From an optimization exercise on the open Yosys and OpenROAD flow, aimed at small area and a short achievable clock period; shortcuts taken in it are not production practice.
Function was checked by simulation only, so behaviour that the tests miss may differ from the original.
Power is estimated from default activity; no workload was simulated.

==> flow/design.v, too long to show whole: its modules and the start of the top module <==
// module register: 14 lines
// module alu_pre: 570 lines
// module alu_post: 212 lines
// module execute: 39 lines
// module simd_alu_top: 45 lines
module simd_alu_top (
    input  logic         clk,
    input  logic         rst,
    input  logic         overwriteFlags,
    input  logic [2:0]   pcWrEn,
    input  logic [2:0]   ExecuteOp,
    input  logic [127:0] vect1,
    input  logic [127:0] vect2,
    output logic [127:0] vectOut,
    output logic         pcWrEnOut
);
  // ...
==> flow/flow/run.sh <==
#!/bin/bash
# Standard layout, with one netlist clean-up between synthesis and floorplan:
# flow/fixinv.py removes the inverters that Yosys's full-adder extraction
# leaves between full adders (a full adder is self-dual, so flipping the
# polarity of some adders cancels them). Registers are not touched.
# Every port is buffered as in the standard flow, with the library's smallest
# buffer (buf_1) rather than buffer_ports' default pick.
# Timing repair aims at a setup slack of $MARGIN ns at the design's clock.
set -euo pipefail
MARGIN=7.0
RES=orfs/results/$FLOW_PLATFORM/simd_alu_top/base
bash standard.sh synth > synth.log 2>&1
python3 flow/fixinv.py $RES/1_2_yosys.v $RES/1_2_yosys.fixinv.v > fixinv.log 2>&1
cp $RES/1_2_yosys.v $RES/1_2_yosys.orig.v
mv $RES/1_2_yosys.fixinv.v $RES/1_2_yosys.v
rm -f $RES/1_synth.odb $RES/1_synth.sdc
bash standard.sh SETUP_SLACK_MARGIN=$MARGIN "BUFFER_PORTS_ARGS=-buffer_cell sky130_fd_sc_hd__buf_1" finish > layout.log 2>&1
==> flow/flow/fixinv.py <==
#!/usr/bin/env python3
"""Removes inverters between full adders in a flat sky130 netlist written by Yosys.

A full adder is self-dual: FA(~a, ~b, ~c) = (~cout, ~sum). Each fa cell may
therefore be "flipped" (its outputs then carry the complements of their
values, and its inputs must be fed complemented) without changing the
circuit. This picks flips greedily to minimise the number of nets that need
an inverted copy, then rewrites the netlist with one inverter per such net.

usage: fixinv.py IN.v OUT.v"""
import re
import sys

INV = re.compile(r"sky130_fd_sc_hd__(clk)?inv_\d+$")
FA = re.compile(r"sky130_fd_sc_hd__fa_\d+$")
OUT_PINS = {"X", "Y", "Q", "Q_N", "SUM", "COUT", "HI", "LO"}

src = open(sys.argv[1]).read()
m = re.search(r"^module\s+(\S+)\s*\((.*?)\);", src, re.S | re.M)
head_end = src.index(";", m.end() - 1) + 1
end = src.rindex("endmodule")
body = re.sub(r"\(\*.*?\*\)", "", src[head_end:end], flags=re.S)

# split the body into statements
stmts = [s.strip() for s in re.split(r";\s*\n", body) if s.strip()]
cells = []          # [type, name, [(pin, net)]]
others = []         # declarations and assigns, kept verbatim
ports_out = set()
cell_re = re.compile(r"^(sky130_fd_sc_hd__\w+)\s+(\S+)\s*\((.*)\)\s*$", re.S)
pin_re = re.compile(r"\.(\w+)\(\s*((?:\\\S+\s)|[^()]*?)\s*\)")
for s in stmts:
    s2 = s.rstrip(";").strip()
    cm = cell_re.match(s2)
    if cm:
        pins = [(p, n.strip()) for p, n in pin_re.findall(cm.group(3))]
        cells.append([cm.group(1), cm.group(2), pins])
    else:
        others.append(s2)
        om = re.match(r"output\s+(?:\[(\d+):(\d+)\]\s+)?(\S+)", s2)
        if om:
            if om.group(1):
                hi, lo = int(om.group(1)), int(om.group(2))
                for i in range(min(hi, lo), max(hi, lo) + 1):
                    ports_out.add(f"{om.group(3)}[{i}]")
            else:
                ports_out.add(om.group(3))
# nets used by assign statements count as fixed loads/drivers: keep them untouched
assign_nets = set()
for s in others:
    if s.startswith("assign"):
        for tok in re.findall(r"\\\S+|[A-Za-z_][\w$]*(?:\[\d+\])?", s[6:]):
            assign_nets.add(tok)

# inverters we may remove: output not a port and not used by an assign
inv_of = {}
removable = set()
for i, (t, name, pins) in enumerate(cells):
    if INV.match(t):
        d = dict(pins)
        y, a = d.get("Y"), d.get("A")
        if y and a and y not in ports_out and y not in assign_nets and a not in assign_nets:
            inv_of[y] = a
            removable.add(i)

def lit(net):
    pol = 0
    seen = 0
    while net in inv_of and seen < 100:
        net = inv_of[net]
        pol ^= 1
        seen += 1
    return net, pol

driver_fa = {}      # base net -> fa cell index
fa_ids = []
for i, (t, name, pins) in enumerate(cells):
    if FA.match(t):
        fa_ids.append(i)
        for p, n in pins:
            if p in ("SUM", "COUT"):
                driver_fa[n] = i

# loads: (cell index, pin, base, pol)
loads = []
for i, (t, name, pins) in enumerate(cells):
    if i in removable:
        continue
    for p, n in pins:
        if p in OUT_PINS:
            continue
        b, pol = lit(n)
        loads.append((i, p, b, pol))

x = {i: 0 for i in fa_ids}
loads_by_net = {}
for k, (i, p, b, pol) in enumerate(loads):
    loads_by_net.setdefault(b, []).append(k)
nets_of_fa = {i: set() for i in fa_ids}
for k, (i, p, b, pol) in enumerate(loads):
    if i in x:
        nets_of_fa[i].add(b)
for b, i in driver_fa.items():
    nets_of_fa[i].add(b)

def need_inv(k):
    i, p, b, pol = loads[k]
    par = pol ^ x.get(driver_fa.get(b, -1), 0)
    if i in x:
        par ^= x[i]
    return par

def net_cost(b):
    return 1 if any(need_inv(k) for k in loads_by_net.get(b, ())) else 0

def total():
    return sum(net_cost(b) for b in loads_by_net)

before = total()
improved = True
rounds = 0
while improved and rounds < 50:
    improved = False
    rounds += 1
    for f in fa_ids:
        nets = nets_of_fa[f]
        c0 = sum(net_cost(b) for b in nets)
        x[f] ^= 1
        c1 = sum(net_cost(b) for b in nets)
        if c1 < c0:
            improved = True
        else:
            x[f] ^= 1
after = total()

# rewrite
new_inv = {}
out_cells = []
for i, (t, name, pins) in enumerate(cells):
    if i in removable:
        continue
    newpins = []
    for p, n in pins:
        if p in OUT_PINS:
            newpins.append((p, n))
            continue
        b, pol = lit(n)
        par = pol ^ x.get(driver_fa.get(b, -1), 0)
        if i in x:
            par ^= x[i]
        if par:
            if b not in new_inv:
                new_inv[b] = f"fixinv_n{len(new_inv)}"
            newpins.append((p, new_inv[b]))
        else:
            newpins.append((p, b))
    out_cells.append((t, name, newpins))

lines = [src[:head_end]]
for s in others:
    lines.append("  " + s + " ;")
for b, nn in new_inv.items():
    lines.append(f"  wire {nn};")
for t, name, pins in out_cells:
    ps = ",\n".join(f"    .{p}({n}{' ' if n.startswith(chr(92)) else ''})" for p, n in pins)
    lines.append(f"  {t} {name} (\n{ps}\n  );")
for k, (b, nn) in enumerate(new_inv.items()):
    bb = b + (" " if b.startswith("\\") else "")
    lines.append(f"  sky130_fd_sc_hd__inv_1 fixinv_{k} (\n    .A({bb}),\n    .Y({nn})\n  );")
lines.append("endmodule")
open(sys.argv[2], "w").write("\n".join(lines) + "\n")
sys.stderr.write(f"fixinv: {len(fa_ids)} full adders, {sum(x.values())} flipped; "
                 f"{len(removable)} inverters removed, {len(new_inv)} inserted "
                 f"(nets needing inversion {before} -> {after})\n")
==> flow/standard.sh <==
#!/bin/bash
# synth_recipe.tcl (not shown) runs the flow's synth.tcl, then flattens the netlist and writes it again
# the make line also repeats each setting of config.mk as NAME=value (left out here)
make -C /OpenROAD-flow-scripts/flow DESIGN_CONFIG=/design/flow/config.mk WORK_HOME=/design/flow/orfs CLKGATE_MAP_FILE= SYNTH_SCRIPT=/design/flow/synth_recipe.tcl "${@:-finish}"
==> flow/config.mk <==
export PLATFORM = sky130hd
export DESIGN_NAME = simd_alu_top
export DESIGN_NICKNAME = simd_alu_top
export VERILOG_FILES = /design/flow/design.v
export SDC_FILE = /design/flow/constraint.sdc
export NUM_CORES = 4
export LEC_CHECK = 0
export CAP_MARGIN = 20
export CELL_PAD_IN_SITES_DETAIL_PLACEMENT = 2
export CELL_PAD_IN_SITES_GLOBAL_PLACEMENT = 4
export CORE_MARGIN = 2
export CORE_UTILIZATION = 30
export SLEW_MARGIN = 20
==> flow/constraint.sdc <==
create_clock -name core_clock -period 12.0 [get_ports {clk}]
set_input_delay 2.4000 -clock core_clock [delete_from_list [all_inputs] [get_ports {clk}]]
set_output_delay 2.4000 -clock core_clock [all_outputs]
set_load 0.01 [all_outputs]
==> flow_metrics.env, run 1 <==
export IMPL_status="complete, no violations"
export IMPL_power_group_top="combinational logic"
export IMPL_wl_met2_um=217000
export IMPL_ios=394
export IMPL_period_needed_ns=5.27
export IMPL_met1_usage_pct=43.0
export IMPL_num_vias=76700
export IMPL_design_area_um2=102000
export IMPL_initialDrtViolationCount=7019
export IMPL_cts_max_level=3
export IMPL_reg_largest_list="q_q x532, vectOut x128"
export IMPL_whs_ns=0.322
export IMPL_busiest_layer="met2"
export IMPL_power_w=0.0347
export IMPL_fin_crit_sh_pct=43.9
export IMPL_cell_internal_pwr_w=0.0159
export IMPL_comb_power_w=0.0274
export IMPL_clock_latency_ns=0.80
export IMPL_place_area_um2=85000
export IMPL_cts_buffer_depth=3
export IMPL_cp_data_required_time_ns=12.72
export IMPL_crit_family="adder cells"
export IMPL_setup_ws_ns=6.73
export IMPL_num_rows=189
export IMPL_rsz0062_at_grt="true"
export IMPL_rrSetupSlack_ns=7.15
export IMPL_final_nets=11000
export IMPL_cts_tree="done"
export IMPL_end_kind="flip-flop"
export IMPL_final_cells=13000
export IMPL_crit_arrival_ns=5.99
export IMPL_worstSetupPathDepth=12
export IMPL_antenna_left=0
export IMPL_sequential_cell_total=679
export IMPL_multi_input_area_um2=64900
export IMPL_top_layer="met5"
export IMPL_fp_dieH_um=521
export IMPL_largest_cell_class="multi-input combinational cells"
export IMPL_yosys_warnings=4
export IMPL_syn_inst=8822
==> run 2, diff against run 1 <==
--- a/flow/flow/run.sh
+++ b/flow/flow/run.sh
@@ -8,5 +8,5 @@
 # Timing repair aims at a setup slack of $MARGIN ns at the design's clock.
 set -euo pipefail
-MARGIN=7.0
+MARGIN=6.75
 RES=orfs/results/$FLOW_PLATFORM/simd_alu_top/base
 bash standard.sh synth > synth.log 2>&1
--- a/flow/config.mk
+++ b/flow/config.mk
@@ -11,3 +11,6 @@
 export CORE_MARGIN = 2
 export CORE_UTILIZATION = 30
+export CTS_BUF_LIST = sky130_fd_sc_hd__clkbuf_4 sky130_fd_sc_hd__clkbuf_8
+export CTS_CLUSTER_DIAMETER = 60
+export CTS_CLUSTER_SIZE = 20
 export SLEW_MARGIN = 20
==> flow_metrics.env, run 2 <==
export IMPL_routed_via_density=5.83
export IMPL_wl_met2_um=196000
export IMPL_p_leak_nw=34.5
export IMPL_reg_largest_list="q_q x532, vectOut x128"
export IMPL_crit_path_start="vect2[34]"
export IMPL_fin_crit_sh_pct=44.0
export IMPL_die_w_um=521
export IMPL_skew_ns=0.0961
export IMPL_yosys_warnings=4
export IMPL_final_common_cell="xnor2_1"
export IMPL_hold_viol=0
export IMPL_worst_pin_slew_ns=1.13
export IMPL_crit_arrival_ns=6.20
export IMPL_top_layer="met5"
export IMPL_place_congestion=0.817
export IMPL_drive_gt1_share_pct=11.2
export IMPL_hpwl_um=287000
export IMPL_cts_hold_buf=0
export IMPL_wl_met3_um=25100
export IMPL_endpoint="q_q[212]"
export IMPL_wl_um=420000
export IMPL_grtUsageTotal_pct=30.0
export IMPL_grt_max_degree=66
export IMPL_firstDrtPassIters=6
export IMPL_reg2reg_from="q_q[368]"
export IMPL_cts_max_level=3
export IMPL_clock_latency_ns=1.07
export IMPL_critPathLaunchType="input pin"
export IMPL_rrSetupSlack_ns=6.91
export IMPL_end_kind="flip-flop"
export IMPL_die_area_um2=271000
export IMPL_num_vias=72800
export IMPL_rr_endpoint="execute_stage.zeroFlag_register.dataOut"
export IMPL_final_cell_mix="xnor2_1 (960), a22oi_1 (893), fa_1 (838)"
export IMPL_coreArea_um2=265000
export IMPL_r2r_worst_path_cells=10
export IMPL_wire_per_inst_um=33.6
export IMPL_period_needed_ns=5.28
export IMPL_largest_register_ffs=532
export IMPL_power_density_nw_per_um2=367
export IMPL_final_nets=10500
export IMPL_root_buffer="clkbuf_8"
export IMPL_num_rows=189
export IMPL_ir_worst_vdd_v=0.000813
export IMPL_syn_to_final_growth_pct=13.0
export IMPL_syn_inst=8822
export IMPL_cts_tree="done"
export IMPL_rsz0062_at_grt="true"
export IMPL_antenna_found_initial=67
export IMPL_netlist_area_um2=80000
export IMPL_first_global_vias=78600
export IMPL_slew_viol_final=0
export IMPL_antenna_left=0
export IMPL_syn_nets=10400
export IMPL_numCtsBuffers=111
export IMPL_initialDrtViolationCount=6151
export IMPL_fin_util_pct=34.1
export IMPL_grt_overflow_total=0
export IMPL_met1_length_um=185000
export IMPL_path_clk_slew_ns=0.09
export IMPL_status="complete, no violations"
export IMPL_fp_dieH_um=521
export IMPL_crit_type="in2reg"
export IMPL_critPathMaxFanout=15
export IMPL_setup_viol=0
export IMPL_port_buffers=393
export IMPL_slew_headroom_pct=24.9
export IMPL_grt_pass1_wl_um=595000
export IMPL_cts_sinks=679
export IMPL_syn_avg_cell_area_um2=9.07
export IMPL_regMostFlops="q_q"
export IMPL_cap_viol_max_count=0
export IMPL_initial_core_util_pct=30.2
export IMPL_setup_tns_ns=0
export IMPL_min_path_type="reg2reg"
export IMPL_fmax_mhz=189
export IMPL_drc=0
export IMPL_cts_buffer_depth=4
export IMPL_ios=394
export IMPL_cp_data_required_time_ns=12.92
[run 2: per-stage QoR]
step           instances  hold WS [ns]  setup slack [ns]  area [um^2]  power (W)
4_1_cts            12500         0.331              6.67        89900     0.0340
2_1_floorplan       8822         0.310              6.41        81200     0.0209
3_3_place_gp       12100         0.312              4.27        85000     0.0305
6_report           12500         0.337              6.72        90400     0.0332
5_1_grt            12500         0.346              6.71        90400     0.0364
3_5_place_dp       12100         0.313              4.24        85000     0.0310
[run 2: cell type report]
cell class	count	area [um^2]
Antenna cell	19	47.5
Sequential cell	679	13600
Clock inverter	78	1020
Multi-Input combinational cell	6591	61500
Inverter	672	2540
Fill cell	29300	175000
Clock buffer	124	1660
Tap cell	3533	4420
Timing Repair Buffer	805	5670
[run 2: power by group]
part	switching (W)	internal, W	total [W]
registers	0.000506	0.00354	0.00404
logic	0.0165	0.0101	0.0266
clock network	0.00135	0.00122	0.00257
[run 2: routing by layer]
metal  track usage [%]  vias to the layer above
met3              4.09                      674
met5                 0                        -
met4              8.74                       42
met1              40.8                    38600
met2              49.4                     2649
li1                  -                    30900
[run 2: repair_timing]
| action | CTS | global route |
|---|---|---|
| setup buffers | 120 | 15 |
| gates cloned | 21 | 9 |
| pin swaps | 15 | 8 |
| endpoints found under the setup margin | 496 | 139 |
| resized for setup | 131 | 72 |
[run 2: worst max-delay path, cell delays in order]
cell	delay, ns
buf_1	0.37
inv_1	0.25
ha_1	0.59
and2_4	0.44
a22oi_1	0.16
xor2_1	0.18
fa_1	0.48
fa_1	0.62
ha_4	0.22
fa_1	0.45
[run 2: worst min-delay path by stage]
stage,cells after the start,endpoint,start
CTS,0,execute_stage.a31_q[2],a31_q[2]
finish,0,execute_stage.a31_q[0],a31_q[0]
floorplan,0,execute_stage.a31_q[0],a31_q[0]
global placement,0,execute_stage.a31_q[1],a31_q[1]
detailed placement,0,execute_stage.a31_q[2],a31_q[2]
global route,0,execute_stage.a31_q[0],a31_q[0]

static timing again, ports no longer ideal:
No port has a modelled driver above. Below, the same layouts with a new extraction and two added sets of constraints. Step 1 assumes that a clkbuf_16 drives the clock port and a buf_2 every other input. Step 2 times the ports against the registers' clock, not the clock port: input delays grow and output delays shrink by t, the midpoint of the rising clock arrivals with the driver on. a / b / c = ideal ports / drivers / drivers and shift; a / b = the first two.
| run | shift t [ns] | setup slack, ns | worst setup path after step 2 |
|---|---|---|---|
| run 1 | 0.887 | 6.732 / 6.599 / 5.713 | input to register |
| run 2 | 1.125 | 6.718 / 6.691 / 5.566 | input to register |
After both steps every run listed still meets setup and hold. The setup slack of run 2, which loses most, moves by -0.027 ns with the drivers and by -1.152 ns with both steps.
